This is an optimization exercise on Yosys and OpenROAD, whose aim is small area and a short achievable clock period, not a production implementation. Only simulation tests tie the RTL to the original design; equivalence was not proved. No run shown here takes its clock network from TritonCTS; it comes from the design's own scripts or RTL. The clock port is modelled as an ideal driver, which makes a skipped or thinned clock tree look cheaper than it is; a real chip needs a root buffer or a tree. Power is estimated from default activity; no workload was simulated.

<file path="design/flow/design.v">
module pipelined_multiplier (
    input clk,
    input rst,
    input [10:0] n1,
    input [7:0] n2,
    output reg [18:0] product
);
    reg [10:0] a1;
    reg [7:0] b1;
    reg [48:0] r2;
    reg [32:0] r3;
    reg v1, v2, v3;
    wire pp1;
    wire pp2;
    wire pp3;
    wire pp4;
    wire pp5;
    wire pp6;
    wire pp7;
    wire pp8;
    wire pp9;
    wire pp10;
    wire pp11;
    wire pp12;
    wire pp13;
    wire pp14;
    wire pp15;
    wire pp16;
    wire pp17;
    wire pp18;
    wire pp19;
    wire pp20;
    wire pp21;
    wire pp22;
    wire pp23;
    wire pp24;
    wire pp25;
    wire pp26;
    wire pp27;
    wire pp28;
    wire pp29;
    wire pp30;
    wire pp31;
    wire pp32;
    wire pp33;
    wire pp34;
    wire pp35;
    wire pp36;
    wire pp37;
    wire pp38;
    wire pp39;
    wire pp40;
    wire pp41;
    wire pp42;
    wire pp43;
    wire pp44;
    wire pp45;
    wire pp46;
    wire pp47;
    wire pp48;
    wire pp49;
    wire pp50;
    wire pp51;
    wire pp52;
    wire pp53;
    wire pp54;
    wire pp55;
    wire pp56;
    wire pp57;
    wire pp58;
    wire pp59;
    wire pp60;
    wire pp61;
    wire pp62;
    wire pp63;
    wire pp64;
    wire pp65;
    wire pp66;
    wire pp67;
    wire pp68;
    wire pp69;
    wire pp70;
    wire pp71;
    wire pp72;
    wire pp73;
    wire pp74;
    wire pp75;
    wire pp76;
    wire pp77;
    wire pp78;
    wire pp79;
    wire pp80;
    wire pp81;
    wire pp82;
    wire pp83;
    wire pp84;
    wire pp85;
    wire pp86;
    wire pp87;
    wire pp88;
    wire s89;
    wire c90;
    wire s91;
    wire c92;
    wire s93;
    wire c94;
    wire s95;
    wire c96;
    wire s97;
    wire c98;
    wire s99;
    wire c100;
    wire s101;
    wire c102;
    wire s103;
    wire c104;
    wire s105;
    wire c106;
    wire s107;
    wire c108;
    wire s109;
    wire c110;
    wire s111;
    wire c112;
    wire s113;
    wire c114;
    wire s115;
    wire c116;
    wire s117;
    wire c118;
    wire s119;
    wire c120;
    wire s121;
    wire c122;
    wire s123;
    wire c124;
    wire s125;
    wire c126;
    wire s127;
    wire c128;
    wire s129;
    wire c130;
    wire s131;
    wire c132;
    wire s133;
    wire c134;
    wire s135;
    wire c136;
    wire s137;
    wire c138;
    wire s139;
    wire c140;
    wire s141;
    wire c142;
    wire s143;
    wire c144;
    wire s145;
    wire c146;
    wire s147;
    wire c148;
    wire s149;
    wire c150;
    wire s151;
    wire c152;
    wire s153;
    wire c154;
    wire s155;
    wire c156;
    wire s157;
    wire c158;
    wire s159;
    wire c160;
    wire s161;
    wire c162;
    wire s163;
    wire c164;
    wire s165;
    wire c166;
    wire s167;
    wire c168;
    wire s169;
    wire c170;
    wire s171;
    wire c172;
    wire s173;
    wire c174;
    wire s175;
    wire c176;
    wire s177;
    wire c178;
    wire s179;
    wire c180;
    wire s181;
    wire c182;
    wire s183;
    wire c184;
    wire s185;
    wire c186;
    wire s187;
    wire c188;
    wire s189;
    wire c190;
    wire s191;
    wire c192;
    wire s193;
    wire c194;
    wire s195;
    wire c196;
    wire s197;
    wire c198;
    wire s199;
    wire c200;
    wire s201;
    wire c202;
    wire s203;
    wire c204;
    wire s205;
    wire c206;
    wire s207;
    wire c208;
    wire g209;
    wire p210;
    wire g211;
    wire p212;
    wire g213;
    wire p214;
    wire g215;
    wire p216;
    wire g217;
    wire p218;
    wire g219;
    wire p220;
    wire g221;
    wire p222;
    wire g223;
    wire p224;
    wire g225;
    wire p226;
    wire g227;
    wire p228;
    wire g229;
    wire p230;
    wire g231;
    wire p232;
    wire g233;
    wire p234;
    wire g235;
    wire p236;
    wire g237;
    wire p238;
    wire G1_239;
    wire P1_240;
    wire P1_241;
    wire P1_242;
    wire G1_243;
    wire P1_244;
    wire G1_245;
    wire P1_246;
    wire G1_247;
    wire P1_248;
    wire G1_249;
    wire P1_250;
    wire G1_251;
    wire P1_252;
    wire G1_253;
    wire P1_254;
    wire G1_255;
    wire P1_256;
    wire G1_257;
    wire P1_258;
    wire G1_259;
    wire P1_260;
    wire G1_261;
    wire P1_262;
    wire G1_263;
    wire P1_264;
    wire G1_265;
    wire P1_266;
    wire G1_267;
    wire P1_268;
    wire G2_269;
    wire G2_270;
    wire P2_271;
    wire P2_272;
    wire G2_273;
    wire P2_274;
    wire G2_275;
    wire P2_276;
    wire G2_277;
    wire P2_278;
    wire G2_279;
    wire P2_280;
    wire G2_281;
    wire P2_282;
    wire G2_283;
    wire P2_284;
    wire G2_285;
    wire P2_286;
    wire G2_287;
    wire P2_288;
    wire G2_289;
    wire P2_290;
    wire G2_291;
    wire P2_292;
    wire G2_293;
    wire P2_294;
    wire G2_295;
    wire P2_296;
    wire G3_297;
    wire G3_298;
    wire G3_299;
    wire G3_300;
    wire P3_301;
    wire G3_302;
    wire P3_303;
    wire G3_304;
    wire P3_305;
    wire G3_306;
    wire P3_307;
    wire G3_308;
    wire P3_309;
    wire G3_310;
    wire P3_311;
    wire G3_312;
    wire P3_313;
    wire G3_314;
    wire P3_315;
    wire G3_316;
    wire P3_317;
    wire G3_318;
    wire P3_319;
    wire G4_320;
    wire G4_321;
    wire G4_322;
    wire G4_323;
    wire G4_324;
    wire G4_325;
    wire G4_326;
    wire G4_327;
    wire P4_328;
    wire G4_329;
    wire P4_330;
    wire G5_331;
    wire sum332;
    wire sum333;
    wire sum334;
    wire sum335;
    wire sum336;
    wire sum337;
    wire sum338;
    wire sum339;
    wire sum340;
    wire sum341;
    wire sum342;
    wire sum343;
    wire sum344;
    wire sum345;
    wire sum346;
    wire sum347;
    assign pp1 = ~a1[0] & ~b1[0];
    assign pp2 = ~a1[0] & ~b1[1];
    assign pp3 = ~a1[0] & ~b1[2];
    assign pp4 = ~a1[0] & ~b1[3];
    assign pp5 = ~a1[0] & ~b1[4];
    assign pp6 = ~a1[0] & ~b1[5];
    assign pp7 = ~a1[0] & ~b1[6];
    assign pp8 = ~a1[0] & ~b1[7];
    assign pp9 = ~a1[1] & ~b1[0];
    assign pp10 = ~a1[1] & ~b1[1];
    assign pp11 = ~a1[1] & ~b1[2];
    assign pp12 = ~a1[1] & ~b1[3];
    assign pp13 = ~a1[1] & ~b1[4];
    assign pp14 = ~a1[1] & ~b1[5];
    assign pp15 = ~a1[1] & ~b1[6];
    assign pp16 = ~a1[1] & ~b1[7];
    assign pp17 = ~a1[2] & ~b1[0];
    assign pp18 = ~a1[2] & ~b1[1];
    assign pp19 = ~a1[2] & ~b1[2];
    assign pp20 = ~a1[2] & ~b1[3];
    assign pp21 = ~a1[2] & ~b1[4];
    assign pp22 = ~a1[2] & ~b1[5];
    assign pp23 = ~a1[2] & ~b1[6];
    assign pp24 = ~a1[2] & ~b1[7];
    assign pp25 = ~a1[3] & ~b1[0];
    assign pp26 = ~a1[3] & ~b1[1];
    assign pp27 = ~a1[3] & ~b1[2];
    assign pp28 = ~a1[3] & ~b1[3];
    assign pp29 = ~a1[3] & ~b1[4];
    assign pp30 = ~a1[3] & ~b1[5];
    assign pp31 = ~a1[3] & ~b1[6];
    assign pp32 = ~a1[3] & ~b1[7];
    assign pp33 = ~a1[4] & ~b1[0];
    assign pp34 = ~a1[4] & ~b1[1];
    assign pp35 = ~a1[4] & ~b1[2];
    assign pp36 = ~a1[4] & ~b1[3];
    assign pp37 = ~a1[4] & ~b1[4];
    assign pp38 = ~a1[4] & ~b1[5];
    assign pp39 = ~a1[4] & ~b1[6];
    assign pp40 = ~a1[4] & ~b1[7];
    assign pp41 = ~a1[5] & ~b1[0];
    assign pp42 = ~a1[5] & ~b1[1];
    assign pp43 = ~a1[5] & ~b1[2];
    assign pp44 = ~a1[5] & ~b1[3];
    assign pp45 = ~a1[5] & ~b1[4];
    assign pp46 = ~a1[5] & ~b1[5];
    assign pp47 = ~a1[5] & ~b1[6];
    assign pp48 = ~a1[5] & ~b1[7];
    assign pp49 = ~a1[6] & ~b1[0];
    assign pp50 = ~a1[6] & ~b1[1];
    assign pp51 = ~a1[6] & ~b1[2];
    assign pp52 = ~a1[6] & ~b1[3];
    assign pp53 = ~a1[6] & ~b1[4];
    assign pp54 = ~a1[6] & ~b1[5];
    assign pp55 = ~a1[6] & ~b1[6];
    assign pp56 = ~a1[6] & ~b1[7];
    assign pp57 = ~a1[7] & ~b1[0];
    assign pp58 = ~a1[7] & ~b1[1];
    assign pp59 = ~a1[7] & ~b1[2];
    assign pp60 = ~a1[7] & ~b1[3];
    assign pp61 = ~a1[7] & ~b1[4];
    assign pp62 = ~a1[7] & ~b1[5];
    assign pp63 = ~a1[7] & ~b1[6];
    assign pp64 = ~a1[7] & ~b1[7];
    assign pp65 = ~a1[8] & ~b1[0];
    assign pp66 = ~a1[8] & ~b1[1];
    assign pp67 = ~a1[8] & ~b1[2];
    assign pp68 = ~a1[8] & ~b1[3];
    assign pp69 = ~a1[8] & ~b1[4];
    assign pp70 = ~a1[8] & ~b1[5];
    assign pp71 = ~a1[8] & ~b1[6];
    assign pp72 = ~a1[8] & ~b1[7];
    assign pp73 = ~a1[9] & ~b1[0];
    assign pp74 = ~a1[9] & ~b1[1];
    assign pp75 = ~a1[9] & ~b1[2];
    assign pp76 = ~a1[9] & ~b1[3];
    assign pp77 = ~a1[9] & ~b1[4];
    assign pp78 = ~a1[9] & ~b1[5];
    assign pp79 = ~a1[9] & ~b1[6];
    assign pp80 = ~a1[9] & ~b1[7];
    assign pp81 = ~a1[10] & ~b1[0];
    assign pp82 = ~a1[10] & ~b1[1];
    assign pp83 = ~a1[10] & ~b1[2];
    assign pp84 = ~a1[10] & ~b1[3];
    assign pp85 = ~a1[10] & ~b1[4];
    assign pp86 = ~a1[10] & ~b1[5];
    assign pp87 = ~a1[10] & ~b1[6];
    assign pp88 = ~a1[10] & ~b1[7];
    assign s89 = pp3 ^ pp10 ^ pp17;
    assign c90 = (pp3 & pp10) | (pp3 & pp17) | (pp10 & pp17);
    assign s91 = pp4 ^ pp11 ^ pp18;
    assign c92 = (pp4 & pp11) | (pp4 & pp18) | (pp11 & pp18);
    assign s93 = pp5 ^ pp12 ^ pp19;
    assign c94 = (pp5 & pp12) | (pp5 & pp19) | (pp12 & pp19);
    assign s95 = pp6 ^ pp13 ^ pp20;
    assign c96 = (pp6 & pp13) | (pp6 & pp20) | (pp13 & pp20);
    assign s97 = pp27 ^ pp34 ^ pp41;
    assign c98 = (pp27 & pp34) | (pp27 & pp41) | (pp34 & pp41);
    assign s99 = pp7 ^ pp14 ^ pp21;
    assign c100 = (pp7 & pp14) | (pp7 & pp21) | (pp14 & pp21);
    assign s101 = pp28 ^ pp35 ^ pp42;
    assign c102 = (pp28 & pp35) | (pp28 & pp42) | (pp35 & pp42);
    assign s103 = pp8 ^ pp15 ^ pp22;
    assign c104 = (pp8 & pp15) | (pp8 & pp22) | (pp15 & pp22);
    assign s105 = pp29 ^ pp36 ^ pp43;
    assign c106 = (pp29 & pp36) | (pp29 & pp43) | (pp36 & pp43);
    assign s107 = pp16 ^ pp23 ^ pp30;
    assign c108 = (pp16 & pp23) | (pp16 & pp30) | (pp23 & pp30);
    assign s109 = pp37 ^ pp44 ^ pp51;
    assign c110 = (pp37 & pp44) | (pp37 & pp51) | (pp44 & pp51);
    assign s111 = pp24 ^ pp31 ^ pp38;
    assign c112 = (pp24 & pp31) | (pp24 & pp38) | (pp31 & pp38);
    assign s113 = pp45 ^ pp52 ^ pp59;
    assign c114 = (pp45 & pp52) | (pp45 & pp59) | (pp52 & pp59);
    assign s115 = pp32 ^ pp39 ^ pp46;
    assign c116 = (pp32 & pp39) | (pp32 & pp46) | (pp39 & pp46);
    assign s117 = pp53 ^ pp60 ^ pp67;
    assign c118 = (pp53 & pp60) | (pp53 & pp67) | (pp60 & pp67);
    assign s119 = pp40 ^ pp47 ^ pp54;
    assign c120 = (pp40 & pp47) | (pp40 & pp54) | (pp47 & pp54);
    assign s121 = pp61 ^ pp68 ^ pp75;
    assign c122 = (pp61 & pp68) | (pp61 & pp75) | (pp68 & pp75);
    assign s123 = pp48 ^ pp55 ^ pp62;
    assign c124 = (pp48 & pp55) | (pp48 & pp62) | (pp55 & pp62);
    assign s125 = pp69 ^ pp76 ^ pp83;
    assign c126 = (pp69 & pp76) | (pp69 & pp83) | (pp76 & pp83);
    assign s127 = pp56 ^ pp63 ^ pp70;
    assign c128 = (pp56 & pp63) | (pp56 & pp70) | (pp63 & pp70);
    assign s129 = pp64 ^ pp71 ^ pp78;
    assign c130 = (pp64 & pp71) | (pp64 & pp78) | (pp71 & pp78);
    assign s131 = pp72 ^ pp79 ^ pp86;
    assign c132 = (pp72 & pp79) | (pp72 & pp86) | (pp79 & pp86);
    assign s133 = pp25 ^ c90 ^ s91;
    assign c134 = (pp25 & c90) | (pp25 & s91) | (c90 & s91);
    assign s135 = pp26 ^ pp33 ^ c92;
    assign c136 = (pp26 & pp33) | (pp26 & c92) | (pp33 & c92);
    assign s137 = c94 ^ s95 ^ s97;
    assign c138 = (c94 & s95) | (c94 & s97) | (s95 & s97);
    assign s139 = pp49 ^ c96 ^ c98;
    assign c140 = (pp49 & c96) | (pp49 & c98) | (c96 & c98);
    assign s141 = pp50 ^ pp57 ^ c100;
    assign c142 = (pp50 & pp57) | (pp50 & c100) | (pp57 & c100);
    assign s143 = c102 ^ s103 ^ s105;
    assign c144 = (c102 & s103) | (c102 & s105) | (s103 & s105);
    assign s145 = pp58 ^ pp65 ^ c104;
    assign c146 = (pp58 & pp65) | (pp58 & c104) | (pp65 & c104);
    assign s147 = c106 ^ s107 ^ s109;
    assign c148 = (c106 & s107) | (c106 & s109) | (s107 & s109);
    assign s149 = pp66 ^ pp73 ^ c108;
    assign c150 = (pp66 & pp73) | (pp66 & c108) | (pp73 & c108);
    assign s151 = c110 ^ s111 ^ s113;
    assign c152 = (c110 & s111) | (c110 & s113) | (s111 & s113);
    assign s153 = pp74 ^ pp81 ^ c112;
    assign c154 = (pp74 & pp81) | (pp74 & c112) | (pp81 & c112);
    assign s155 = c114 ^ s115 ^ s117;
    assign c156 = (c114 & s115) | (c114 & s117) | (s115 & s117);
    assign s157 = pp82 ^ c116 ^ c118;
    assign c158 = (pp82 & c116) | (pp82 & c118) | (c116 & c118);
    assign s159 = c120 ^ c122 ^ s123;
    assign c160 = (c120 & c122) | (c120 & s123) | (c122 & s123);
    assign s161 = pp77 ^ pp84 ^ c124;
    assign c162 = (pp77 & pp84) | (pp77 & c124) | (pp84 & c124);
    assign s163 = pp85 ^ c128 ^ s129;
    assign c164 = (pp85 & c128) | (pp85 & s129) | (c128 & s129);
    assign s165 = pp80 ^ pp87 ^ c132;
    assign c166 = (pp80 & pp87) | (pp80 & c132) | (pp87 & c132);
    assign s167 = r2[29] ^ r2[30];
    assign c168 = r2[29] & r2[30];
    assign s169 = r2[10] ^ r2[11];
    assign c170 = r2[10] & r2[11];
    assign s171 = r2[14] ^ r2[15];
    assign c172 = r2[14] & r2[15];
    assign s173 = r2[17] ^ r2[18] ^ r2[19];
    assign c174 = (r2[17] & r2[18]) | (r2[17] & r2[19]) | (r2[18] & r2[19]);
    assign s175 = r2[21] ^ r2[22] ^ r2[23];
    assign c176 = (r2[21] & r2[22]) | (r2[21] & r2[23]) | (r2[22] & r2[23]);
    assign s177 = r2[25] ^ r2[26] ^ r2[27];
    assign c178 = (r2[25] & r2[26]) | (r2[25] & r2[27]) | (r2[26] & r2[27]);
    assign s179 = r2[31] ^ r2[32] ^ r2[33];
    assign c180 = (r2[31] & r2[32]) | (r2[31] & r2[33]) | (r2[32] & r2[33]);
    assign s181 = r2[34] ^ r2[35] ^ r2[36];
    assign c182 = (r2[34] & r2[35]) | (r2[34] & r2[36]) | (r2[35] & r2[36]);
    assign s183 = r2[37] ^ r2[38] ^ r2[39];
    assign c184 = (r2[37] & r2[38]) | (r2[37] & r2[39]) | (r2[38] & r2[39]);
    assign s185 = r2[5] ^ r2[6];
    assign c186 = r2[5] & r2[6];
    assign s187 = r2[8] ^ r2[9];
    assign c188 = r2[8] & r2[9];
    assign s189 = r2[12] ^ r2[13] ^ s169;
    assign c190 = (r2[12] & r2[13]) | (r2[12] & s169) | (r2[13] & s169);
    assign s191 = r2[16] ^ c170 ^ s171;
    assign c192 = (r2[16] & c170) | (r2[16] & s171) | (c170 & s171);
    assign s193 = r2[20] ^ c172 ^ s173;
    assign c194 = (r2[20] & c172) | (r2[20] & s173) | (c172 & s173);
    assign s195 = r2[24] ^ c174 ^ s175;
    assign c196 = (r2[24] & c174) | (r2[24] & s175) | (c174 & s175);
    assign s197 = r2[28] ^ c176 ^ s177;
    assign c198 = (r2[28] & c176) | (r2[28] & s177) | (c176 & s177);
    assign s199 = s167 ^ c178 ^ s179;
    assign c200 = (s167 & c178) | (s167 & s179) | (c178 & s179);
    assign s201 = c168 ^ c180 ^ s181;
    assign c202 = (c168 & c180) | (c168 & s181) | (c180 & s181);
    assign s203 = r2[40] ^ c182 ^ s183;
    assign c204 = (r2[40] & c182) | (r2[40] & s183) | (c182 & s183);
    assign s205 = r2[41] ^ r2[42] ^ c184;
    assign c206 = (r2[41] & r2[42]) | (r2[41] & c184) | (r2[42] & c184);
    assign s207 = r2[43] ^ r2[44] ^ r2[45];
    assign c208 = (r2[43] & r2[44]) | (r2[43] & r2[45]) | (r2[44] & r2[45]);
    assign p210 = r3[1] ^ r3[2];
    assign g209 = r3[1] & r3[2];
    assign p212 = r3[5] ^ r3[6];
    assign g211 = r3[5] & r3[6];
    assign p214 = r3[7] ^ r3[8];
    assign g213 = r3[7] & r3[8];
    assign p216 = r3[9] ^ r3[10];
    assign g215 = r3[9] & r3[10];
    assign p218 = r3[11] ^ r3[12];
    assign g217 = r3[11] & r3[12];
    assign p220 = r3[13] ^ r3[14];
    assign g219 = r3[13] & r3[14];
    assign p222 = r3[15] ^ r3[16];
    assign g221 = r3[15] & r3[16];
    assign p224 = r3[17] ^ r3[18];
    assign g223 = r3[17] & r3[18];
    assign p226 = r3[19] ^ r3[20];
    assign g225 = r3[19] & r3[20];
    assign p228 = r3[21] ^ r3[22];
    assign g227 = r3[21] & r3[22];
    assign p230 = r3[23] ^ r3[24];
    assign g229 = r3[23] & r3[24];
    assign p232 = r3[25] ^ r3[26];
    assign g231 = r3[25] & r3[26];
    assign p234 = r3[27] ^ r3[28];
    assign g233 = r3[27] & r3[28];
    assign p236 = r3[29] ^ r3[30];
    assign g235 = r3[29] & r3[30];
    assign p238 = r3[31] ^ r3[32];
    assign g237 = r3[31] & r3[32];
    assign G1_239 = r3[3] & g209;
    assign P1_240 = r3[3] & p210;
    assign P1_241 = r3[4] & r3[3];
    assign P1_242 = p212 & r3[4];
    assign G1_243 = g213 | (p214 & g211);
    assign P1_244 = p214 & p212;
    assign G1_245 = g215 | (p216 & g213);
    assign P1_246 = p216 & p214;
    assign G1_247 = g217 | (p218 & g215);
    assign P1_248 = p218 & p216;
    assign G1_249 = g219 | (p220 & g217);
    assign P1_250 = p220 & p218;
    assign G1_251 = g221 | (p222 & g219);
    assign P1_252 = p222 & p220;
    assign G1_253 = g223 | (p224 & g221);
    assign P1_254 = p224 & p222;
    assign G1_255 = g225 | (p226 & g223);
    assign P1_256 = p226 & p224;
    assign G1_257 = g227 | (p228 & g225);
    assign P1_258 = p228 & p226;
    assign G1_259 = g229 | (p230 & g227);
    assign P1_260 = p230 & p228;
    assign G1_261 = g231 | (p232 & g229);
    assign P1_262 = p232 & p230;
    assign G1_263 = g233 | (p234 & g231);
    assign P1_264 = p234 & p232;
    assign G1_265 = g235 | (p236 & g233);
    assign P1_266 = p236 & p234;
    assign G1_267 = g237 | (p238 & g235);
    assign P1_268 = p238 & p236;
    assign G2_269 = P1_241 & g209;
    assign G2_270 = g211 | (P1_242 & G1_239);
    assign P2_271 = P1_242 & P1_240;
    assign P2_272 = P1_244 & P1_241;
    assign G2_273 = G1_245 | (P1_246 & g211);
    assign P2_274 = P1_246 & P1_242;
    assign G2_275 = G1_247 | (P1_248 & G1_243);
    assign P2_276 = P1_248 & P1_244;
    assign G2_277 = G1_249 | (P1_250 & G1_245);
    assign P2_278 = P1_250 & P1_246;
    assign G2_279 = G1_251 | (P1_252 & G1_247);
    assign P2_280 = P1_252 & P1_248;
    assign G2_281 = G1_253 | (P1_254 & G1_249);
    assign P2_282 = P1_254 & P1_250;
    assign G2_283 = G1_255 | (P1_256 & G1_251);
    assign P2_284 = P1_256 & P1_252;
    assign G2_285 = G1_257 | (P1_258 & G1_253);
    assign P2_286 = P1_258 & P1_254;
    assign G2_287 = G1_259 | (P1_260 & G1_255);
    assign P2_288 = P1_260 & P1_256;
    assign G2_289 = G1_261 | (P1_262 & G1_257);
    assign P2_290 = P1_262 & P1_258;
    assign G2_291 = G1_263 | (P1_264 & G1_259);
    assign P2_292 = P1_264 & P1_260;
    assign G2_293 = G1_265 | (P1_266 & G1_261);
    assign P2_294 = P1_266 & P1_262;
    assign G2_295 = G1_267 | (P1_268 & G1_263);
    assign P2_296 = P1_268 & P1_264;
    assign G3_297 = G1_243 | (P2_272 & g209);
    assign G3_298 = G2_273 | (P2_274 & G1_239);
    assign G3_299 = G2_275 | (P2_276 & G2_269);
    assign G3_300 = G2_277 | (P2_278 & G2_270);
    assign P3_301 = P2_278 & P2_271;
    assign G3_302 = G2_279 | (P2_280 & G1_243);
    assign P3_303 = P2_280 & P2_272;
    assign G3_304 = G2_281 | (P2_282 & G2_273);
    assign P3_305 = P2_282 & P2_274;
    assign G3_306 = G2_283 | (P2_284 & G2_275);
    assign P3_307 = P2_284 & P2_276;
    assign G3_308 = G2_285 | (P2_286 & G2_277);
    assign P3_309 = P2_286 & P2_278;
    assign G3_310 = G2_287 | (P2_288 & G2_279);
    assign P3_311 = P2_288 & P2_280;
    assign G3_312 = G2_289 | (P2_290 & G2_281);
    assign P3_313 = P2_290 & P2_282;
    assign G3_314 = G2_291 | (P2_292 & G2_283);
    assign P3_315 = P2_292 & P2_284;
    assign G3_316 = G2_293 | (P2_294 & G2_285);
    assign P3_317 = P2_294 & P2_286;
    assign G3_318 = G2_295 | (P2_296 & G2_287);
    assign P3_319 = P2_296 & P2_288;
    assign G4_320 = G3_302 | (P3_303 & g209);
    assign G4_321 = G3_304 | (P3_305 & G1_239);
    assign G4_322 = G3_306 | (P3_307 & G2_269);
    assign G4_323 = G3_308 | (P3_309 & G2_270);
    assign G4_324 = G3_310 | (P3_311 & G3_297);
    assign G4_325 = G3_312 | (P3_313 & G3_298);
    assign G4_326 = G3_314 | (P3_315 & G3_299);
    assign G4_327 = G3_316 | (P3_317 & G3_300);
    assign P4_328 = P3_317 & P3_301;
    assign G4_329 = G3_318 | (P3_319 & G3_302);
    assign P4_330 = P3_319 & P3_303;
    assign G5_331 = G4_329 | (P4_330 & g209);
    assign sum332 = r3[3] ^ g209;
    assign sum333 = r3[4] ^ G1_239;
    assign sum334 = p212 ^ G2_269;
    assign sum335 = p214 ^ G2_270;
    assign sum336 = p216 ^ G3_297;
    assign sum337 = p218 ^ G3_298;
    assign sum338 = p220 ^ G3_299;
    assign sum339 = p222 ^ G3_300;
    assign sum340 = p224 ^ G4_320;
    assign sum341 = p226 ^ G4_321;
    assign sum342 = p228 ^ G4_322;
    assign sum343 = p230 ^ G4_323;
    assign sum344 = p232 ^ G4_324;
    assign sum345 = p234 ^ G4_325;
    assign sum346 = p236 ^ G4_326;
    assign sum347 = p238 ^ G4_327;
    wire [18:0] sum3 = {G5_331, sum347, sum346, sum345, sum344, sum343, sum342, sum341, sum340, sum339, sum338, sum337, sum336, sum335, sum334, sum333, sum332, p210, r3[0]};
    always @(posedge clk) begin
        a1 <= ~n1;
        b1 <= ~n2;
        r2[0] <= pp1;
        r2[1] <= pp2;
        r2[2] <= pp9;
        r2[3] <= s89;
        r2[4] <= s133;
        r2[5] <= s93;
        r2[6] <= c134;
        r2[7] <= s135;
        r2[8] <= c136;
        r2[9] <= s137;
        r2[10] <= s99;
        r2[11] <= s101;
        r2[12] <= c138;
        r2[13] <= s139;
        r2[14] <= c140;
        r2[15] <= s141;
        r2[16] <= s143;
        r2[17] <= c142;
        r2[18] <= c144;
        r2[19] <= s145;
        r2[20] <= s147;
        r2[21] <= c146;
        r2[22] <= c148;
        r2[23] <= s149;
        r2[24] <= s151;
        r2[25] <= c150;
        r2[26] <= c152;
        r2[27] <= s153;
        r2[28] <= s155;
        r2[29] <= s119;
        r2[30] <= s121;
        r2[31] <= c154;
        r2[32] <= c156;
        r2[33] <= s157;
        r2[34] <= s125;
        r2[35] <= c158;
        r2[36] <= s159;
        r2[37] <= c126;
        r2[38] <= s127;
        r2[39] <= c160;
        r2[40] <= s161;
        r2[41] <= c162;
        r2[42] <= s163;
        r2[43] <= c130;
        r2[44] <= s131;
        r2[45] <= c164;
        r2[46] <= s165;
        r2[47] <= pp88;
        r2[48] <= c166;
        r3[0] <= r2[0];
        r3[1] <= r2[1];
        r3[2] <= r2[2];
        r3[3] <= r2[3];
        r3[4] <= r2[4];
        r3[5] <= r2[7];
        r3[6] <= s185;
        r3[7] <= c186;
        r3[8] <= s187;
        r3[9] <= c188;
        r3[10] <= s189;
        r3[11] <= c190;
        r3[12] <= s191;
        r3[13] <= c192;
        r3[14] <= s193;
        r3[15] <= c194;
        r3[16] <= s195;
        r3[17] <= c196;
        r3[18] <= s197;
        r3[19] <= c198;
        r3[20] <= s199;
        r3[21] <= c200;
        r3[22] <= s201;
        r3[23] <= c202;
        r3[24] <= s203;
        r3[25] <= c204;
        r3[26] <= s205;
        r3[27] <= c206;
        r3[28] <= s207;
        r3[29] <= r2[46];
        r3[30] <= c208;
        r3[31] <= r2[47];
        r3[32] <= r2[48];
    end
    always @(posedge clk or posedge rst) begin
        if (rst) begin
            v1 <= 1'b0;
            v2 <= 1'b0;
            v3 <= 1'b0;
        end else begin
            v1 <= 1'b1;
            v2 <= v1;
            v3 <= v2;
        end
    end
    always @(posedge clk or posedge rst) begin
        if (rst)
            product <= 19'b0;
        else
            product <= sum3 & {19{v3}};
    end
endmodule
</file>
<file path="design/flow/flow/run.sh">
#!/bin/bash
# Own layout flow: the standard ORFS flow (standard.sh) with three changes:
#  - synthesis: the same script as synth_recipe.tcl, except that the second
#    part of Yosys's synth (fine:) runs with -noabc, so the bit-level adders
#    of the design reach extract_fa as written and map onto full-adder cells
#    without inverters between them (the final ABC mapping still runs);
#  - port buffers: buffer_ports uses sky130_fd_sc_hd__buf_1 instead of the
#    cell it picks by itself (clkdlybuf4s50_1);
#  - clock tree: flow/mycts.tcl (sourced before CTS) replaces
#    clock_tree_synthesis with a one-level tree (4 clkbuf_16 buffers fed by
#    the clock port, each driving a quarter of the flip-flops).
# Each tool's output goes to its own log file in the work folder.
set -euo pipefail
work=$(pwd)
first='proc synth {args} { yosys synth -nofsm -noshare {*}$args }'
if [[ "$(head -1 synth_recipe.tcl)" == "$first" ]]; then
  {
    echo 'proc synth {args} { if {[lsearch $args "fine:"] >= 0} { yosys synth -nofsm -noshare -noabc {*}$args } else { yosys synth -nofsm -noshare {*}$args } }'
    tail -n +2 synth_recipe.tcl
  } > "$work/own_synth.tcl"
else
  cp synth_recipe.tcl "$work/own_synth.tcl"
fi
extra=()
if [[ -f flow/extra.mk ]]; then
  while IFS= read -r line; do
    [[ -n "$line" && "$line" != \#* ]] && extra+=("$line")
  done < flow/extra.mk
fi
bash standard.sh SYNTH_SCRIPT="$work/own_synth.tcl" \
  "BUFFER_PORTS_ARGS=-buffer_cell sky130_fd_sc_hd__buf_1" "PRE_CTS_TCL=$work/flow/mycts.tcl" ${extra[@]+"${extra[@]}"} finish \
  > "$work/orfs_make.log" 2>&1
</file>
<file path="design/flow/flow/mycts.tcl">
rename clock_tree_synthesis orig_clock_tree_synthesis
proc clock_tree_synthesis {args} {
  set leaf_cell sky130_fd_sc_hd__clkbuf_16
  set root_cell none
  set nleaf 4
  if {[info exists ::env(OWN_CTS_LEAVES)]} { set nleaf $::env(OWN_CTS_LEAVES) }
  if {[info exists ::env(OWN_CTS_LEAF_CELL)]} { set leaf_cell $::env(OWN_CTS_LEAF_CELL) }
  if {[info exists ::env(OWN_CTS_ROOT_CELL)]} { set root_cell $::env(OWN_CTS_ROOT_CELL) }
  set block [ord::get_db_block]
  set clk_port [lindex [all_clocks] 0]
  set clk_net [[$block findBTerm clk] getNet]
  set sinks {}
  foreach pin [get_pins -of_objects [get_nets clk]] {
    if {[get_property $pin direction] ne "input"} { continue }
    set it [sta::sta_to_db_pin $pin]
    set bb [[$it getInst] getBBox]
    lappend sinks [list [expr {([$bb xMin] + [$bb xMax]) / 2}] [expr {([$bb yMin] + [$bb yMax]) / 2}] $pin]
  }
  set n [llength $sinks]
  puts "own cts: $n sinks, $nleaf leaf buffers"
  # split into nleaf groups: sort by y into rows of groups, then by x
  set ny [expr {int(sqrt($nleaf))}]
  if {$ny < 1} { set ny 1 }
  set nx [expr {($nleaf + $ny - 1) / $ny}]
  set groups {}
  set byy [lsort -integer -index 1 $sinks]
  set per_row [expr {($n + $ny - 1) / $ny}]
  for {set r 0} {$r < $ny} {incr r} {
    set row [lrange $byy [expr {$r * $per_row}] [expr {($r + 1) * $per_row - 1}]]
    set byx [lsort -integer -index 0 $row]
    set m [llength $byx]
    set per [expr {($m + $nx - 1) / $nx}]
    for {set c 0} {$c < $nx} {incr c} {
      set g [lrange $byx [expr {$c * $per}] [expr {($c + 1) * $per - 1}]]
      if {[llength $g]} { lappend groups $g }
    }
  }
  set dbu [$block getDbUnitsPerMicron]
  set leaves {}
  set k 0
  foreach g $groups {
    set sx 0; set sy 0; set pins {}
    foreach s $g { set sx [expr {$sx + [lindex $s 0]}]; set sy [expr {$sy + [lindex $s 1]}]; lappend pins [lindex $s 2] }
    set cx [expr {double($sx) / [llength $g] / $dbu}]
    set cy [expr {double($sy) / [llength $g] / $dbu}]
    set name "clkleaf_$k"
    set r [insert_buffer -buffer_cell $leaf_cell -net [get_nets clk] -load_pins $pins -location [list $cx $cy] -buffer_name $name -net_name "clknet_leaf_$k"]
    set name [get_full_name $r]
    lappend leaves $name
    incr k
  }
  if {$root_cell eq "none"} {
    foreach net [$block getNets] {
      set nm [$net getName]
      if {[string match clknet_* $nm] || $net eq $clk_net} { $net setSigType CLOCK }
    }
    set_propagated_clock [all_clocks]
    return
  }
  # root buffer at the centre of the leaves
  set sx 0; set sy 0; set pins {}
  foreach l $leaves {
    set bb [[$block findInst $l] getBBox]
    set sx [expr {$sx + ([$bb xMin] + [$bb xMax]) / 2}]
    set sy [expr {$sy + ([$bb yMin] + [$bb yMax]) / 2}]
    lappend pins [get_pins $l/A]
  }
  set cx [expr {double($sx) / [llength $leaves] / $dbu}]
  set cy [expr {double($sy) / [llength $leaves] / $dbu}]
  insert_buffer -buffer_cell $root_cell -net [get_nets clk] -load_pins $pins -location [list $cx $cy] -buffer_name clkroot -net_name clknet_root
  foreach net [$block getNets] {
    set nm [$net getName]
    if {[string match clknet_* $nm] || $net eq $clk_net} { $net setSigType CLOCK }
  }
  set_propagated_clock [all_clocks]
}
</file>
<file path="design/flow/standard.sh">
#!/bin/bash
# synth_recipe.tcl (not shown) runs the flow's synth.tcl, then flattens the netlist and writes it again
# the make line also repeats each setting of config.mk as NAME=value (left out here)
make -C /OpenROAD-flow-scripts/flow DESIGN_CONFIG=/design/flow/config.mk WORK_HOME=/design/flow/orfs CLKGATE_MAP_FILE= SYNTH_SCRIPT=/design/flow/synth_recipe.tcl "${@:-finish}"
</file>
<file path="design/flow/config.mk">
export PLATFORM = sky130hd
export DESIGN_NAME = pipelined_multiplier
export DESIGN_NICKNAME = pipelined_multiplier
export VERILOG_FILES = /design/flow/design.v
export SDC_FILE = /design/flow/constraint.sdc
export NUM_CORES = 4
export LEC_CHECK = 0
export ABC_AREA = 1
export CAP_MARGIN = 20
export CORE_MARGIN = 2
export CORE_UTILIZATION = 60
export SETUP_SLACK_MARGIN = 2.8
export SLEW_MARGIN = 20
</file>
<file path="design/flow/constraint.sdc">
create_clock -name core_clock -period 4.5 [get_ports {clk}]
set_input_delay 0.9000 -clock core_clock [delete_from_list [all_inputs] [get_ports {clk}]]
set_output_delay 0.9000 -clock core_clock [all_outputs]
set_load 0.01 [all_outputs]
</file>
==> results of run 1 <==
[report_power, final]
part	internal, uW	leakage [uW]	switching [uW]	total (uW)
Clock	165	0.0000493	247	412
Combinational	351	0.00157	600	951
Sequential	1320	0.00113	103	1420
Total	1840	0.00275	949	2780
[cells in the final DEF, fill, tap and decap left out, drive strengths merged]
cell / instances
dfrtp: 22
inv: 60
clkbuf: 4
conb: 1
nor3: 3
a21oi: 17
nand3: 8
ha: 21
dfxtp: 101
fa: 55
buf: 39
nand2: 86
a21boi: 1
and2: 1
nor2: 121
o21ai: 8
[state kept, by name (all words and copies together) (netlist names)]
register  count
r2           49
b1            8
product      19
v2            1
v3            1
r3           33
v1            1
a1           11
[cell type report, clock buffers not listed]
class,instances,area share
Sequential cell,123,0.467
Multi-Input combinational cell,322,0.424
Inverter,60,0.0404
Timing Repair Buffer,39,0.0262
Tap cell,108,0.0242
[final timing paths]
check / slack, ns / end / from
setup / recovery: 2.84 / r2[9]$_DFF_P_ / b1[5]$_DFF_P_
setup reg to reg: 2.84 / r2[9]$_DFF_P_ / b1[5]$_DFF_P_
min in group asynchronous: 0.83 / product[2]$_DFF_PP0_ / rst
max in group asynchronous: 3.19 / product[9]$_DFF_PP0_ / rst
hold reg to reg: 0.34 / r3[2]$_DFF_P_ / r2[2]$_DFF_P_
hold / removal: 0.34 / r3[2]$_DFF_P_ / r2[2]$_DFF_P_
[per-stage QoR]
stage / util / hold slack [ns] / area, sq um / power, uW / std cells
after floorplan: - / 0.310 / 5260 / 2150 / 526
after global placement: 0.633 / 0.314 / 5440 / 2370 / 652
after detailed placement: 0.633 / 0.312 / 5440 / 2390 / 652
after CTS: 0.647 / 0.337 / 5560 / 2800 / 656
after global routing: 0.649 / 0.344 / 5580 / 3030 / 656
final: 0.649 / 0.337 / 5580 / 2780 / 656
[cells by family (layout without fill, tap and decap cells)]
logic type,Yosys count,after routing,share of synthesized area
flip-flops,123,123,0.490
adder cells (fa/ha/maj),76,76,0.260
buffers and inverters,81,103,0.0601
AND/OR/NAND/NOR,219,219,0.163
AO/OA/AOI/OAI,26,26,0.0260
other,1,1,0.000714
[critical path, stage by stage (launching register included)]
cell     delay (ns)
dfxtp_2        0.48
nor2_1         0.10
fa_1           0.57
fa_1           0.41
[routing by layer]
layer / vias up / GRT usage / share of wire
li1: 1605 / - / -
met1: 1491 / 0.256 / 0.46
met2: 81 / 0.337 / 0.48
met3: 11 / 0.0180 / 0.044
met4: 0 / 0.0203 / 0.015
met5: - / 0 / 0
==> results by group, run 1 <==
Power
  – LEAKAGE: 0.00275 uW
  – Pwr dens: 499 mW/mm^2
  – Max IR drop VDD: 0.000243 V

CTS
  – Hold_buf cts: 0
  – Post-CTS sizing: 16
  – Skew-Pair Late Insertion Delay: 0.16 ns
  – Post-CTS setup buffers: 0
  – Clock-pin slew on the worst setup and hold paths: 0.10 ns

Final layout
  – Number of diodes: 0
  – Final net count: 647
  – Footprint of the multi-input gates: 0.00237 sq mm
  – Register area: 0.00261 sq mm
  – Layout cells sized above 1: 0.0639
  – Area Growth Syn to Fin: 6.29%
  – Fillers: 711

Timing
  – Period utilisation layout: 0.369
  – Final-report setup violation count: 0
  – Endpoints failing hold: 0
  – Max-Slew Margin vs Limit: 0.490
  – Clock skew: 0.00767 ns
  – RSZ-0062 raised after global routing: yes
  – Worst setup margin: 2.84 ns
  – Max frequency: 0.602 GHz
  – TNS Setup: 0 ns
  – Final max-slew violation count: 0
  – Final worst path period need: 1.66 ns
  – Worst-Margin Slew: 0.764 ns

Global routing
  – Vias in the first global route: 3297
  – Total gr overflow: 0
  – Initial antenna violation count: 0
  – First-pass GRT wire length: 15000 um
  – Largest net degree at the start of global routing: 32
  – Total Routing Usage GR: 0.187

Synthesis
  – Synth Flop Type: dfxtp_1
  – EDFF count, synth: 0
  – Synthesized area per cell: 9.98 sq um
  – Count leader, synth: nor2_1
  – Mapped Cells: 526
  – FF+latch count, synth: 123
  – Synth top area cells: dfxtp_1 39%, fa_1 21%, dfrtp_1 10%, nor2_1 8.5%, nand2_1 5.9%
  – Dominant cell type by area after synthesis: dfxtp_1
  – Ys Warns: 1
  – Sequential area share after synthesis: 0.490
  – Post-Syn Area: 0.00525 sq mm
  – Synth unique cells: 22
  – Ys async rst share: 0.179
  – Mapped Nets: 623
  – Post-synth top area share: 0.385
  – Synth cell count leaders: 119 x nor2_1, 101 x dfxtp_1, 82 x nand2_1

Flow run
  – Max Cap Viol: 0

Critical path
  – Critical-path maximum fanout: 11
  – CP required: 4.56 ns
  – R2r worst-path depth: 3
  – Crit Path Class: flop to flop
  – Worst setup SP type: flop
  – Critical Path AT: 1.72 ns
  – Critical Path End Type: flop

Route
  – 1st-iter DRT viols: 73
  – Final wirelength: 8410 um
  – Via Count: 3188
  – Vias per Instance: 4.86
  – DR WL/cell: 12.8 um
  – Drt first pass iters: 4
  – DR DRC count: 0
  – Post-DRT Antenna Nets: 0

Floorplan
  – Initial Utilization: 0.611
  – Die X-Extent: 97.5 um
  – Number of top-level pins: 40
  – Core area: 0.00859 sq mm
  – Die height: 97.5 um
  – Die outline area: 0.00951 sq mm
  – Rows: 34

Placement
  – Placement Setup Slack: 2.69 ns
  – Count of buffers from port buffering: 39
  – Post-DP HPWL: 6610 um
  – Routability cong.: 0.869

Run status
  – Status: no timing/DRC/antenna violations

Hold path
  – Hold Path Class: flop to flop
  – Hold-critical path depth: 0
==> inputs of run 2 (changes only) <==
==> design/flow/flow/mycts.tcl (replaced) <==
# Clock tree for a small design, replacing clock_tree_synthesis (whose
# H-tree makes 17 buffers here).  The clock port drives 4 clkbuf_16
# buffers.  Three of them drive the flip-flops outside the second pipeline
# register, in three groups formed by position.  The fourth drives DLEAF
# leaf buffers that drive the second pipeline register (r2): its clock
# arrives one buffer later, which gives the first stage (r1 -> r2) time
# that the second stage (r2 -> r3) does not need.  No register on a path
# from an input or to an output gets a different clock arrival.
rename clock_tree_synthesis orig_clock_tree_synthesis

proc own_cts_groups {sinks ngroups} {
  # split sinks ({x y pin}) into ngroups groups by position
  set n [llength $sinks]
  set ny [expr {int(sqrt($ngroups))}]
  if {$ny < 1} { set ny 1 }
  set nx [expr {($ngroups + $ny - 1) / $ny}]
  set groups {}
  set byy [lsort -integer -index 1 $sinks]
  set per_row [expr {($n + $ny - 1) / $ny}]
  for {set r 0} {$r < $ny} {incr r} {
    set row [lrange $byy [expr {$r * $per_row}] [expr {($r + 1) * $per_row - 1}]]
    set byx [lsort -integer -index 0 $row]
    set m [llength $byx]
    set per [expr {($m + $nx - 1) / $nx}]
    for {set c 0} {$c < $nx} {incr c} {
      set g [lrange $byx [expr {$c * $per}] [expr {($c + 1) * $per - 1}]]
      if {[llength $g]} { lappend groups $g }
    }
  }
  return $groups
}

proc own_cts_buffer {cell net group name netname} {
  # buffer driving the pins of group from net, placed at their centre
  set dbu [[ord::get_db_block] getDbUnitsPerMicron]
  set sx 0; set sy 0; set pins {}
  foreach s $group {
    set sx [expr {$sx + [lindex $s 0]}]
    set sy [expr {$sy + [lindex $s 1]}]
    lappend pins [lindex $s 2]
  }
  set cx [expr {double($sx) / [llength $group] / $dbu}]
  set cy [expr {double($sy) / [llength $group] / $dbu}]
  set r [insert_buffer -buffer_cell $cell -net $net -load_pins $pins -location [list $cx $cy] -buffer_name $name -net_name $netname]
  return [get_full_name $r]
}

proc clock_tree_synthesis {args} {
  set top_cell sky130_fd_sc_hd__clkbuf_16
  set leaf_cell sky130_fd_sc_hd__clkbuf_8
  set nleaf 3
  if {[info exists ::env(OWN_CTS_DLEAVES)]} { set nleaf $::env(OWN_CTS_DLEAVES) }
  if {[info exists ::env(OWN_CTS_DLEAF_CELL)]} { set leaf_cell $::env(OWN_CTS_DLEAF_CELL) }
  set block [ord::get_db_block]
  set normal {}
  set delayed {}
  foreach pin [get_pins -of_objects [get_nets clk]] {
    if {[get_property $pin direction] ne "input"} { continue }
    set it [sta::sta_to_db_pin $pin]
    set inst [$it getInst]
    set bb [$inst getBBox]
    set s [list [expr {([$bb xMin] + [$bb xMax]) / 2}] [expr {([$bb yMin] + [$bb yMax]) / 2}] $pin]
    if {[string match {r2*} [$inst getName]]} { lappend delayed $s } else { lappend normal $s }
  }
  puts "own cts: [llength $normal] flip-flops on the direct branches, [llength $delayed] on the delayed branch"
  set k 0
  foreach g [own_cts_groups $normal 3] {
    own_cts_buffer $top_cell [get_nets clk] $g "clkbuf_top_$k" "clknet_top_$k"
    incr k
  }
  set leaves {}
  set k 0
  foreach g [own_cts_groups $delayed $nleaf] {
    lappend leaves [own_cts_buffer $leaf_cell [get_nets clk] $g "clkbuf_dly_$k" "clknet_dly_$k"]
    incr k
  }
  # the fourth top buffer drives the delayed branch's leaf buffers
  set dbu [$block getDbUnitsPerMicron]
  set lg {}
  foreach l $leaves {
    set bb [[sta::sta_to_db_inst [get_cells $l]] getBBox]
    lappend lg [list [expr {([$bb xMin] + [$bb xMax]) / 2}] [expr {([$bb yMin] + [$bb yMax]) / 2}] [get_pins $l/A]]
  }
  own_cts_buffer $top_cell [get_nets clk] $lg "clkbuf_top_3" "clknet_top_3"
  foreach net [$block getNets] {
    if {[string match clknet_* [$net getName]] || [$net getName] eq "clk"} { $net setSigType CLOCK }
  }
  set_propagated_clock [all_clocks]
}
==> run 2 against run 1 <==
  * Final area is 0.74% higher
  * Clock power is 21% higher
  * Register-to-register slack hardly changed
  * First-iteration DRC count down 2.7%
  * Final cell count increased by 0.61%
  * Critical path depth is the same
  * Sequential share of layout area is 0.70 points lower
  * Via count up 0.88%
  * Synthesized area unchanged
  * Worst setup slack better by 0.015 ns
  * Clock skew up 0.13 ns
  * Largest cell class unchanged
==> results by group, run 2 <==
Route
  – 1st-iter DRT viols: 71
  – Final wirelength: 8610 um
  – Post-DRT Antenna Nets: 0
  – Via Count: 3216
  – Vias per Instance: 4.87
  – Drt first pass iters: 4
  – DR DRC count: 0
  – DR WL/cell: 13.0 um

Critical path
  – Crit. path cell count: 3
  – Worst path cell trace: nor2_1 > fa_1 > fa_1
  – Worst reg-to-reg setup slack: 2.85 ns
  – CP top delay family: adder cells
  – R2r worst-path depth: 3
  – Critical Path AT: 1.81 ns
  – CP max stage delay: 0.58 ns
  – Critical Path End Type: flop
  – CP most frequent cell: fa_1
  – CP bufs+invs: 0
  – Worst Setup SP: a1[2]$_DFF_P_
  – Worst reg2reg startpoint: a1[2]$_DFF_P_
  – Worst setup SP type: flop
  – Critical-path maximum fanout: 8
  – Setup crit end: r2[24]$_DFF_P_
  – Crit Path Class: flop to flop
  – CP required: 4.66 ns
  – RR Endpoint: r2[24]$_DFF_P_
  – Slowest CP cell: fa_1

Final layout
  – Most common cell after layout, fill and taps aside: nor2_1
  – Core Util, Final: 0.654
  – Fillers: 708
  – Largest register by flop count: r2
  – Number of diodes: 0
  – Layout cells sized above 1: 0.0580
  – Area Growth Syn to Fin: 7.08%
  – Final design instance area without fill: 0.00562 sq mm
  – Final net count: 651
  – Commonest non-fill, non-tap cells in the layout: 118 x nor2_1, 90 x dfxtp_1, 82 x nand2_1, 58 x inv_1, 55 x fa_1
  – Max FFs per register: 49
  – Largest regs: r2 (49), r3 (33), product (19)

Global routing
  – Vias in the first global route: 3323
  – Largest net degree at the start of global routing: 26
  – Total gr overflow: 0
  – Initial antenna violation count: 0
  – Total Routing Usage GR: 0.191
  – First-pass GRT wire length: 15200 um

Power
  – Psw: 979 uW
  – Clock power share: 0.173
  – LEAKAGE: 0.00277 uW
  – Register share of total power: 0.495
  – Switching Fraction: 0.340
  – Logic pwr share: 0.332
  – Max IR drop VDD: 0.000335 V
  – Int Power: 1900 uW
  – Pwr dens: 512 mW/mm^2

Synthesis
  – Synth top area cells: dfxtp_1 39%, fa_1 21%, dfrtp_1 10%, nor2_1 8.5%, nand2_1 5.9%
  – Dominant cell type by area after synthesis: dfxtp_1
  – Post-synth top area share: 0.385
  – Post-Syn Area: 0.00525 sq mm
  – Synthesized area per cell: 9.98 sq um
  – FF+latch count, synth: 123
  – EDFF count, synth: 0
  – Mapped Cells: 526
  – Count leader, synth: nor2_1
  – Sequential area share after synthesis: 0.490
  – Mapped Nets: 623
  – Synth Flop Type: dfxtp_1
  – Ys async rst share: 0.179
  – Synth unique cells: 22
  – Synth cell count leaders: 119 x nor2_1, 101 x dfxtp_1, 82 x nand2_1
  – Ys Warns: 1

Timing
  – RSZ-0062 raised after global routing: no
  – Clock skew: 0.133 ns
  – Period utilisation layout: 0.366
  – Final max-slew violation count: 0
  – Final-report setup violation count: 0
  – Endpoints failing hold: 0
  – Final worst path period need: 1.65 ns
  – Max frequency: 0.607 GHz
  – Max-Slew Margin vs Limit: 0.490
  – Worst-Margin Slew: 0.764 ns
  – TNS Setup: 0 ns

Floorplan
  – Core area: 0.00859 sq mm
  – Die height: 97.5 um
  – Number of top-level pins: 40
  – Rows: 34
  – Die X-Extent: 97.5 um
  – Initial Utilization: 0.611
  – Die outline area: 0.00951 sq mm

Hold path
  – Hold Path Class: flop to flop
  – HP Start: v1$_DFF_PP0_

Placement
  – Cell area after placement: 0.00544 sq mm
  – Count of buffers from port buffering: 39
  – Post-DP HPWL: 6610 um
  – Routability cong.: 0.869

Flow run
  – Max Cap Viol: 0

CTS
  – Skew-Pair Late Insertion Delay: 0.29 ns
  – Clock-pin slew on the worst setup and hold paths: 0.10 ns

Run status
  – Status: no timing/DRC/antenna violations
[run 2: cell count changes in the layout (fill, tap and decap cells not counted), sizes merged]
cell,previous run,this run
clkbuf,4,7
buf,39,40
[run 2: final cells by class, clock buffers not listed]
cell class / count / area (sq um) / area share
Sequential cell: 123 / 2590 / 0.460
Tap cell: 108 / 135 / 0.0240
Timing Repair Buffer: 40 / 154 / 0.0274
Inverter: 60 / 225 / 0.0401
Multi-Input combinational cell: 322 / 2380 / 0.423
[run 2: routing by layer]
layer,GRT usage,wire (um),vias to the layer above
li1,-,-,1614
met2,0.355,4210,86
met3,0.0158,390,10
met4,0.0171,91,0
met1,0.255,3910,1506
met5,0,0,-
[run 2: worst min-delay path by stage]
stage | depth (start not counted) | to | slack, ns
global placement | 0 | r3[3]$_DFF_P_ | 0.31
global route | 0 | v2$_DFF_PP0_ | 0.37
detailed placement | 0 | r3[2]$_DFF_P_ | 0.31
finish | 0 | v2$_DFF_PP0_ | 0.36
CTS | 0 | v2$_DFF_PP0_ | 0.36
floorplan | 0 | r3[0]$_DFF_P_ | 0.31
[run 2: worst register-to-register path, stage by stage, from the launching register on]
cell     delay, ns
dfxtp_1       0.51
nor2_1        0.13
fa_1          0.58
fa_1          0.43
[run 2: cells by family after synthesis]
logic type / Yosys count / share of synthesized area
AOI/OAI and AO/OA: 26 / 0.0260
adders and majority gates: 76 / 0.260
buffers and inverters: 81 / 0.0601
DFF: 123 / 0.490
other: 1 / 0.000714
and+or+nand+nor: 219 / 0.163
[run 2: through the flow]
step	std cells	hold WS (ns)	power (uW)	setup slack, ns
floorplan	526	0.310	2150	2.81
global placement	652	0.314	2370	2.74
detailed placement	652	0.312	2390	2.69
CTS	659	0.364	2890	2.80
global route	660	0.374	3120	2.80
finish	660	0.361	2880	2.85
[run 2: power by group through the flow]
stage,registers (uW),clock network (uW),logic [uW]
after global routing,1450,555,1120
after detailed placement,1450,0,942
final,1430,498,954
after global placement,1450,0,920
after CTS,1430,518,948
after floorplan,1440,0,711
[run 2: what timing repair did]
item / 4_1_cts / 5_1_grt
setup buffers: 0 / 1
hold buffers: 0 / 0
setup endpoints to repair: 0 / 21
gates resized for setup: 0 / 14
==> inputs of run 3 (changes only) <==
--- a/design/flow/config.mk
+++ b/design/flow/config.mk
@@ -11,3 +11,3 @@
 export CORE_UTILIZATION = 60
-export SETUP_SLACK_MARGIN = 2.8
+export SETUP_SLACK_MARGIN = 2.9
 export SLEW_MARGIN = 20
==> run 3 against run 2 <==
  * Clock power barely moved
  * Combinational power rose by 8%
  * Final cell count rose by 0.15%
  * Hold slack improved by 0.0059 ns
  * Global-route usage fell by 0.14 points
  * Flip-flop and latch count did not move
  * Maximum frequency rose by 6.4%
  * Synthesized cell count did not move
  * Worst setup slack improved by 0.099 ns
  * Core utilization rose by 1.6 points
  * Sequential share of layout area fell by 0.66 points
  * Sequential power barely moved
  * Critical path type unchanged
  * Largest power group unchanged
==> results by group, run 3 <==
Synthesis
  – Sequential area share after synthesis: 0.490
  – Mapped Cells: 526
  – Synth Flop Type: dfxtp_1
  – EDFF count, synth: 0
  – Ys Warns: 1
  – Dominant cell type by area after synthesis: dfxtp_1
  – Post-synth top area share: 0.385
  – Synth cell count leaders: 119 x nor2_1, 101 x dfxtp_1, 82 x nand2_1
  – Synth top area cells: dfxtp_1 39%, fa_1 21%, dfrtp_1 10%, nor2_1 8.5%, nand2_1 5.9%
  – Mapped Nets: 623
  – FF+latch count, synth: 123
  – Synthesized area per cell: 9.98 sq um
  – Synth unique cells: 22
  – Count leader, synth: nor2_1
  – Ys async rst share: 0.179
  – Post-Syn Area: 0.00525 sq mm

CTS
  – Skew-Pair Late Insertion Delay: 0.28 ns
  – Hold_buf cts: 0
  – Clock-pin slew on the worst setup and hold paths: 0.09 ns

Route
  – DR WL/cell: 13.0 um
  – Vias per Instance: 4.82
  – Via Count: 3187
  – Drt first pass iters: 4
  – 1st-iter DRT viols: 71
  – Post-DRT Antenna Nets: 0
  – DR DRC count: 0
  – Final wirelength: 8600 um

Power
  – Max IR drop VDD: 0.000304 V
  – Total power: 2960 uW
  – LEAKAGE: 0.00277 uW
  – Pwr dens: 514 mW/mm^2

Placement
  – Routability cong.: 0.882
  – Count of buffers from port buffering: 39
  – Cell area after placement: 0.00544 sq mm
  – Post-DP HPWL: 6540 um

Critical path
  – Slowest CP cell: fa_1
  – Critical-path maximum fanout: 1
  – R2r worst-path depth: 2
  – CP most frequent cell: fa_1
  – Crit Path Class: flop to flop
  – Worst setup SP type: flop
  – CP required: 4.53 ns
  – Worst path cell trace: fa_1 > fa_1
  – Critical Path End Type: flop
  – CP max stage delay: 0.56 ns
  – Critical Path AT: 1.58 ns

Timing
  – Worst-Margin Slew: 0.766 ns
  – Final-report setup violation count: 0
  – Final max-slew violation count: 0
  – TNS Setup: 0 ns
  – Max frequency: 0.646 GHz
  – Endpoints failing hold: 0
  – Max-Slew Margin vs Limit: 0.489
  – Fin Hold WS: 0.366 ns
  – RSZ-0062 raised after global routing: yes
  – Clock skew: 0.135 ns
  – Final worst path period need: 1.55 ns
  – Period utilisation layout: 0.344

Final layout
  – Largest register by flop count: r2
  – Max FFs per register: 49
  – Final net count: 652
  – Commonest non-fill, non-tap cells in the layout: 117 x nor2_1, 81 x nand2_1, 81 x dfxtp_1, 58 x inv_1, 55 x fa_1
  – Number of diodes: 0
  – Final design instance area without fill: 0.00576 sq mm
  – Layout cells sized above 1: 0.103
  – Most common cell after layout, fill and taps aside: nor2_1
  – Largest regs: r2 (49), r3 (33), product (19)
  – Area Growth Syn to Fin: 9.75%

Flow run
  – Max Cap Viol: 0

Floorplan
  – Die X-Extent: 97.5 um
  – Number of top-level pins: 40
  – Die outline area: 0.00951 sq mm
  – Core area: 0.00859 sq mm
  – Die height: 97.5 um
  – Initial Utilization: 0.611
  – Rows: 34

Global routing
  – Largest net degree at the start of global routing: 26
  – Vias in the first global route: 3294
  – Total gr overflow: 0
  – Total Routing Usage GR: 0.190
  – Initial antenna violation count: 0
  – First-pass GRT wire length: 15100 um

Run status
  – Status: no timing/DRC/antenna violations

Hold path
  – Hold Path Class: flop to flop
  – Hold-critical path depth: 0
[run 3: report_power, final]
| group | switching (uW) | internal (uW) |
|---|---|---|
| combinational | 618 | 411 |
| sequential | 117 | 1320 |
| clock | 277 | 222 |
[run 3: worst max-delay path: cells and delay by family, from the launching register on]
| family | cells | cell delay [ns] |
|---|---|---|
| adder cells (fa/ha/maj) | 2 | 0.98 |
| flip-flops | 1 | 0.33 |
[run 3: per-stage QoR]
step | std cells | util | setup slack, ns
6_report | 661 | 0.671 | 2.95
5_1_grt | 661 | 0.671 | 2.88
4_1_cts | 659 | 0.652 | 2.90
3_5_place_dp | 652 | 0.633 | 2.68
3_3_place_gp | 652 | 0.633 | 2.73
2_1_floorplan | 526 | - | 2.90
[run 3: routing by layer]
metal  share of wire  vias up  global-route usage  wire (um)
met5               0        -                   0          0
met4          0.0099        0              0.0224         85
met3           0.029        6              0.0122        249
met2            0.49       65               0.351       4220
met1            0.47     1495               0.255       4040
li1                -     1621                   -          -
[run 3: cells by family after synthesis]
group,synth area share
adders and majority gates,0.260
AOI/OAI and AO/OA,0.0260
buffers and inverters,0.0601
DFF,0.490
other,0.000714
and+or+nand+nor,0.163
[run 3: cell type report, clock buffers not listed]
cell class | count | area [sq um]
inverter | 60 | 225
fill | 689 | 2830
timing repair buffer | 41 | 161
sequential | 123 | 2610
tap | 108 | 135
multi-input combinational | 322 | 2490
[run 3: path summary, 6_finish.rpt]
path                                      from                    end  slack (ns)
min in group asynchronous                  rst           v3$_DFF_PP0_        0.86
max in group asynchronous                  rst  product[15]$_DFF_PP0_        3.17
worst max-delay path            r2[34]$_DFF_P_         r3[22]$_DFF_P_        2.95
worst min register to register    v2$_DFF_PP0_           v3$_DFF_PP0_        0.37
worst min-delay path              v2$_DFF_PP0_           v3$_DFF_PP0_        0.37
worst max register to register  r2[34]$_DFF_P_         r3[22]$_DFF_P_        2.95
[run 3: repair_timing]
| item | in CTS | in global routing |
|---|---|---|
| setup endpoints to repair | 21 | 21 |
| buffers inserted | 0 | 2 |
| pin swaps | 0 | 5 |
| gates resized for setup | 15 | 31 |
==> inputs of run 4 (changes only) <==
--- a/design/flow/flow/run.sh
+++ b/design/flow/flow/run.sh
@@ -9,4 +9,6 @@
 #  - clock tree: flow/mycts.tcl (sourced before CTS) replaces
-#    clock_tree_synthesis with a one-level tree (4 clkbuf_16 buffers fed by
-#    the clock port, each driving a quarter of the flip-flops).
+#    clock_tree_synthesis with a small tree: the clock port drives four
+#    clkbuf_16 buffers; three drive the flip-flops outside r2 directly, the
+#    fourth drives three clkbuf_8 buffers that drive r2, so r2's clock
+#    arrives one buffer later (skew only between internal registers).
 # Each tool's output goes to its own log file in the work folder.
--- a/design/flow/config.mk
+++ b/design/flow/config.mk
@@ -11,3 +11,3 @@
 export CORE_UTILIZATION = 60
-export SETUP_SLACK_MARGIN = 2.9
+export SETUP_SLACK_MARGIN = 3.0
 export SLEW_MARGIN = 20
==> run 4 against run 3 <==
  * Still clean on timing, DRC and antenna
  * Sequential power is essentially flat
  * Register-to-register slack is essentially flat
  * Final cell count increased by 0.76%
  * Flip-flop and latch count did not move
  * Global-route usage is 0.88 points higher
  * Critical path type is now flop to primary output
  * Largest cell class is now multi-input gates
  * Largest power group unchanged
  * Highest routed layer unchanged
==> results by group, run 4 <==
Final layout
  – Largest register by flop count: r2
  – Final net count: 657
  – Max FFs per register: 49
  – Most common cell after layout, fill and taps aside: nor2_1
  – Area Growth Syn to Fin: 16.0%
  – Largest regs: r2 (49), r3 (33), product (19)
  – Footprint of the multi-input gates: 0.00269 sq mm
  – Layout cells sized above 1: 0.251
  – Commonest non-fill, non-tap cells in the layout: 101 x nor2_1, 69 x nand2_1, 62 x dfxtp_1, 56 x inv_1, 50 x fa_1
  – Fillers: 633
  – Final design instance area without fill: 0.00609 sq mm
  – Number of diodes: 0
  – Register area: 0.00266 sq mm

Route
  – Drt first pass iters: 4
  – Vias per Instance: 4.92
  – DR DRC count: 0
  – 1st-iter DRT viols: 85
  – Via Count: 3278
  – Post-DRT Antenna Nets: 0
  – Final wirelength: 9170 um
  – DR WL/cell: 13.8 um

Synthesis
  – FF+latch count, synth: 123
  – Synthesized area per cell: 9.98 sq um
  – Xor/xnor share of the synthesized area: 0
  – Mapped Nets: 623
  – Mapped Cells: 526
  – Post-synth top area share: 0.385
  – Largest family of logic cells by synthesized area: adder cells
  – Synth unique cells: 22
  – Synth cell count leaders: 119 x nor2_1, 101 x dfxtp_1, 82 x nand2_1
  – Simple-gate share of the synthesized area: 0.163
  – EDFF count, synth: 0
  – Post-synthesis mux area share: 0
  – Sequential area share after synthesis: 0.490
  – Synth Area in Adders: 0.260
  – Dominant cell type by area after synthesis: dfxtp_1
  – Synth Area in Compound Gates: 0.0260
  – Synth top area cells: dfxtp_1 39%, fa_1 21%, dfrtp_1 10%, nor2_1 8.5%, nand2_1 5.9%
  – Count leader, synth: nor2_1
  – Synth Flop Type: dfxtp_1
  – Post-Syn Area: 0.00525 sq mm
  – Ys async rst share: 0.179
  – Ys Warns: 1

Critical path
  – RR Endpoint: r3[18]$_DFF_P_
  – Setup crit end: product[17]
  – Crit. path cell count: 1
  – Worst path cell trace: clkbuf_2
  – Critical Path End Type: primary output
  – CP top delay family: flip-flops
  – R2r worst-path depth: 2
  – Worst setup SP type: flop
  – Critical-path maximum fanout: 1
  – Worst reg-to-reg setup slack: 2.96 ns
  – CP bufs+invs: 1
  – Worst reg2reg startpoint: r2[27]$_DFF_P_
  – Slowest CP cell: dfrtp_1
  – Worst Setup SP: product[17]$_DFF_PP0_
  – Critical Path AT: 0.65 ns
  – CP max stage delay: 0.37 ns
  – Crit Path Class: flop to primary output
  – CP required: 3.60 ns

Timing
  – RSZ-0062 raised after global routing: yes
  – Max-Slew Margin vs Limit: 0.605
  – TNS Setup: 0 ns
  – Max frequency: 0.645 GHz
  – Final max-slew violation count: 0
  – Period utilisation layout: 0.344
  – Worst-Margin Slew: 0.593 ns
  – Final-report setup violation count: 0
  – Endpoints failing hold: 0
  – Final worst path period need: 1.55 ns
  – Clock skew: 0.142 ns

Power
  – Max IR drop VDD: 0.000296 V
  – Int Power: 2060 uW
  – Psw: 1110 uW
  – LEAKAGE: 0.00288 uW
  – Switching Fraction: 0.351
  – Clock power share: 0.161
  – Logic pwr share: 0.375
  – Pwr dens: 521 mW/mm^2
  – Register share of total power: 0.464

Placement
  – Count of buffers from port buffering: 39
  – Routability cong.: 0.849
  – Cell area after placement: 0.00546 sq mm
  – Post-DP HPWL: 6710 um

Floorplan
  – Rows: 34
  – Core area: 0.00859 sq mm
  – Die X-Extent: 97.5 um
  – Die height: 97.5 um
  – Die outline area: 0.00951 sq mm
  – Initial Utilization: 0.611
  – Number of top-level pins: 40

Global routing
  – Largest net degree at the start of global routing: 26
  – Initial antenna violation count: 0
  – First-pass GRT wire length: 15700 um
  – Total Routing Usage GR: 0.198
  – Total gr overflow: 0
  – Vias in the first global route: 3340

Flow run
  – Max Cap Viol: 0

CTS
  – Hold_buf cts: 0
  – Skew-Pair Late Insertion Delay: 0.29 ns
  – Clock-pin slew on the worst setup and hold paths: 0.09 ns

Hold path
  – Hold Path Class: flop to flop

Run status
  – Status: no timing/DRC/antenna violations
-- run 4: cell counts after synthesis --
No cell type changed its count.
-- run 4: through the flow --
step	hold WS, ns	worst slack [ns]	util	instances	power (uW)
finish	0.357	2.95	0.709	666	3180
global route	0.360	2.91	0.709	666	3420
CTS	0.357	2.94	0.678	665	2990
detailed placement	0.312	2.70	0.636	652	2390
global placement	0.312	2.71	0.636	652	2370
floorplan	0.310	2.92	-	526	2160
-- run 4: logic make-up after synthesis --
logic type	count (synthesis)
fa+ha+maj	76
compound gates	26
simple gates	219
buf+inv	81
flops	123
other cells	1
-- run 4: layout make-up, clock buffers not listed --
type                    instances  share of cell area
flip-flops and latches        123               0.437
inverters                      60              0.0376
repair buffers                 46              0.0378
well taps                     108              0.0222
multi-input cells             322               0.442
-- run 4: how the worst min path moves through the flow --
stage / start / end / slack [ns] / depth (start not counted)
after detailed placement: r2[46]$_DFF_P_ / r3[29]$_DFF_P_ / 0.31 / 0
final: v1$_DFF_PP0_ / v2$_DFF_PP0_ / 0.36 / 0
after global placement: r2[48]$_DFF_P_ / r3[32]$_DFF_P_ / 0.31 / 0
after global routing: v1$_DFF_PP0_ / v2$_DFF_PP0_ / 0.36 / 0
after CTS: v1$_DFF_PP0_ / v2$_DFF_PP0_ / 0.36 / 0
after floorplan: r2[0]$_DFF_P_ / r3[0]$_DFF_P_ / 0.31 / 0
-- run 4: per-layer routing --
layer,GRT usage,wire length [um],up-vias
li1,-,-,1628
met4,0.0235,87,0
met1,0.267,4110,1564
met3,0.0129,280,8
met2,0.366,4700,78
met5,0,0,-
-- run 4: what timing repair did --
action / in CTS / in global routing
resized for setup: 50 / 87
pin swaps: 13 / 23
endpoints found under the setup margin: 59 / 72
cloned: 0 / 0
setup buffers: 6 / 1
-- run 4: power groups by stage --
stage / Clock (uW) / Combinational [uW] / Sequential, uW
3_5_place_dp: 0 / 940 / 1450
3_3_place_gp: 0 / 921 / 1450
4_1_cts: 530 / 1010 / 1450
5_1_grt: 565 / 1360 / 1500
6_report: 512 / 1190 / 1470
2_1_floorplan: 0 / 724 / 1440

## afterwards: timing with drivers on the ports
The results above use ideal ports. As a check the final layouts listed here were re-extracted and re-timed, cells and wires unchanged.
Step 1: set_driving_cell puts a clkbuf_16 on clk and a buf_2 on each other input, an assumption about the parent block.
Step 2 adds t to the input delays and takes it off the output delays; t is the mean of the earliest and latest rising clock arrival at the registers after step 1. Input paths then give back, and output paths get back, about the clock's delay inside the block.
a / b / c = ideal / step 1 / step 2; a / b = the first two.
run | t, ns | setup slack, ns | clock arrival spread, ns | worst register clock-pin slew, ns
run 1 | 0.238 | 2.838 / 2.838 / 2.838 | 0.009 / 0.009 | 0.10 / 0.10
run 2 | 0.290 | 2.853 / 2.853 / 2.853 | 0.135 / 0.134 | 0.11 / 0.11
run 3 | 0.284 | 2.952 / 2.887 / 2.923 | 0.136 / 0.135 | 0.10 / 0.10
run 4 | 0.293 | 2.951 / 2.879 / 2.961 | 0.142 / 0.142 | 0.12 / 0.12
After both steps every run listed still meets setup and hold. The setup slack of run 3, which loses most, moves by -0.065 ns with the drivers and by -0.029 ns with both steps. The worst setup slack also covers recovery checks on asynchronous resets.
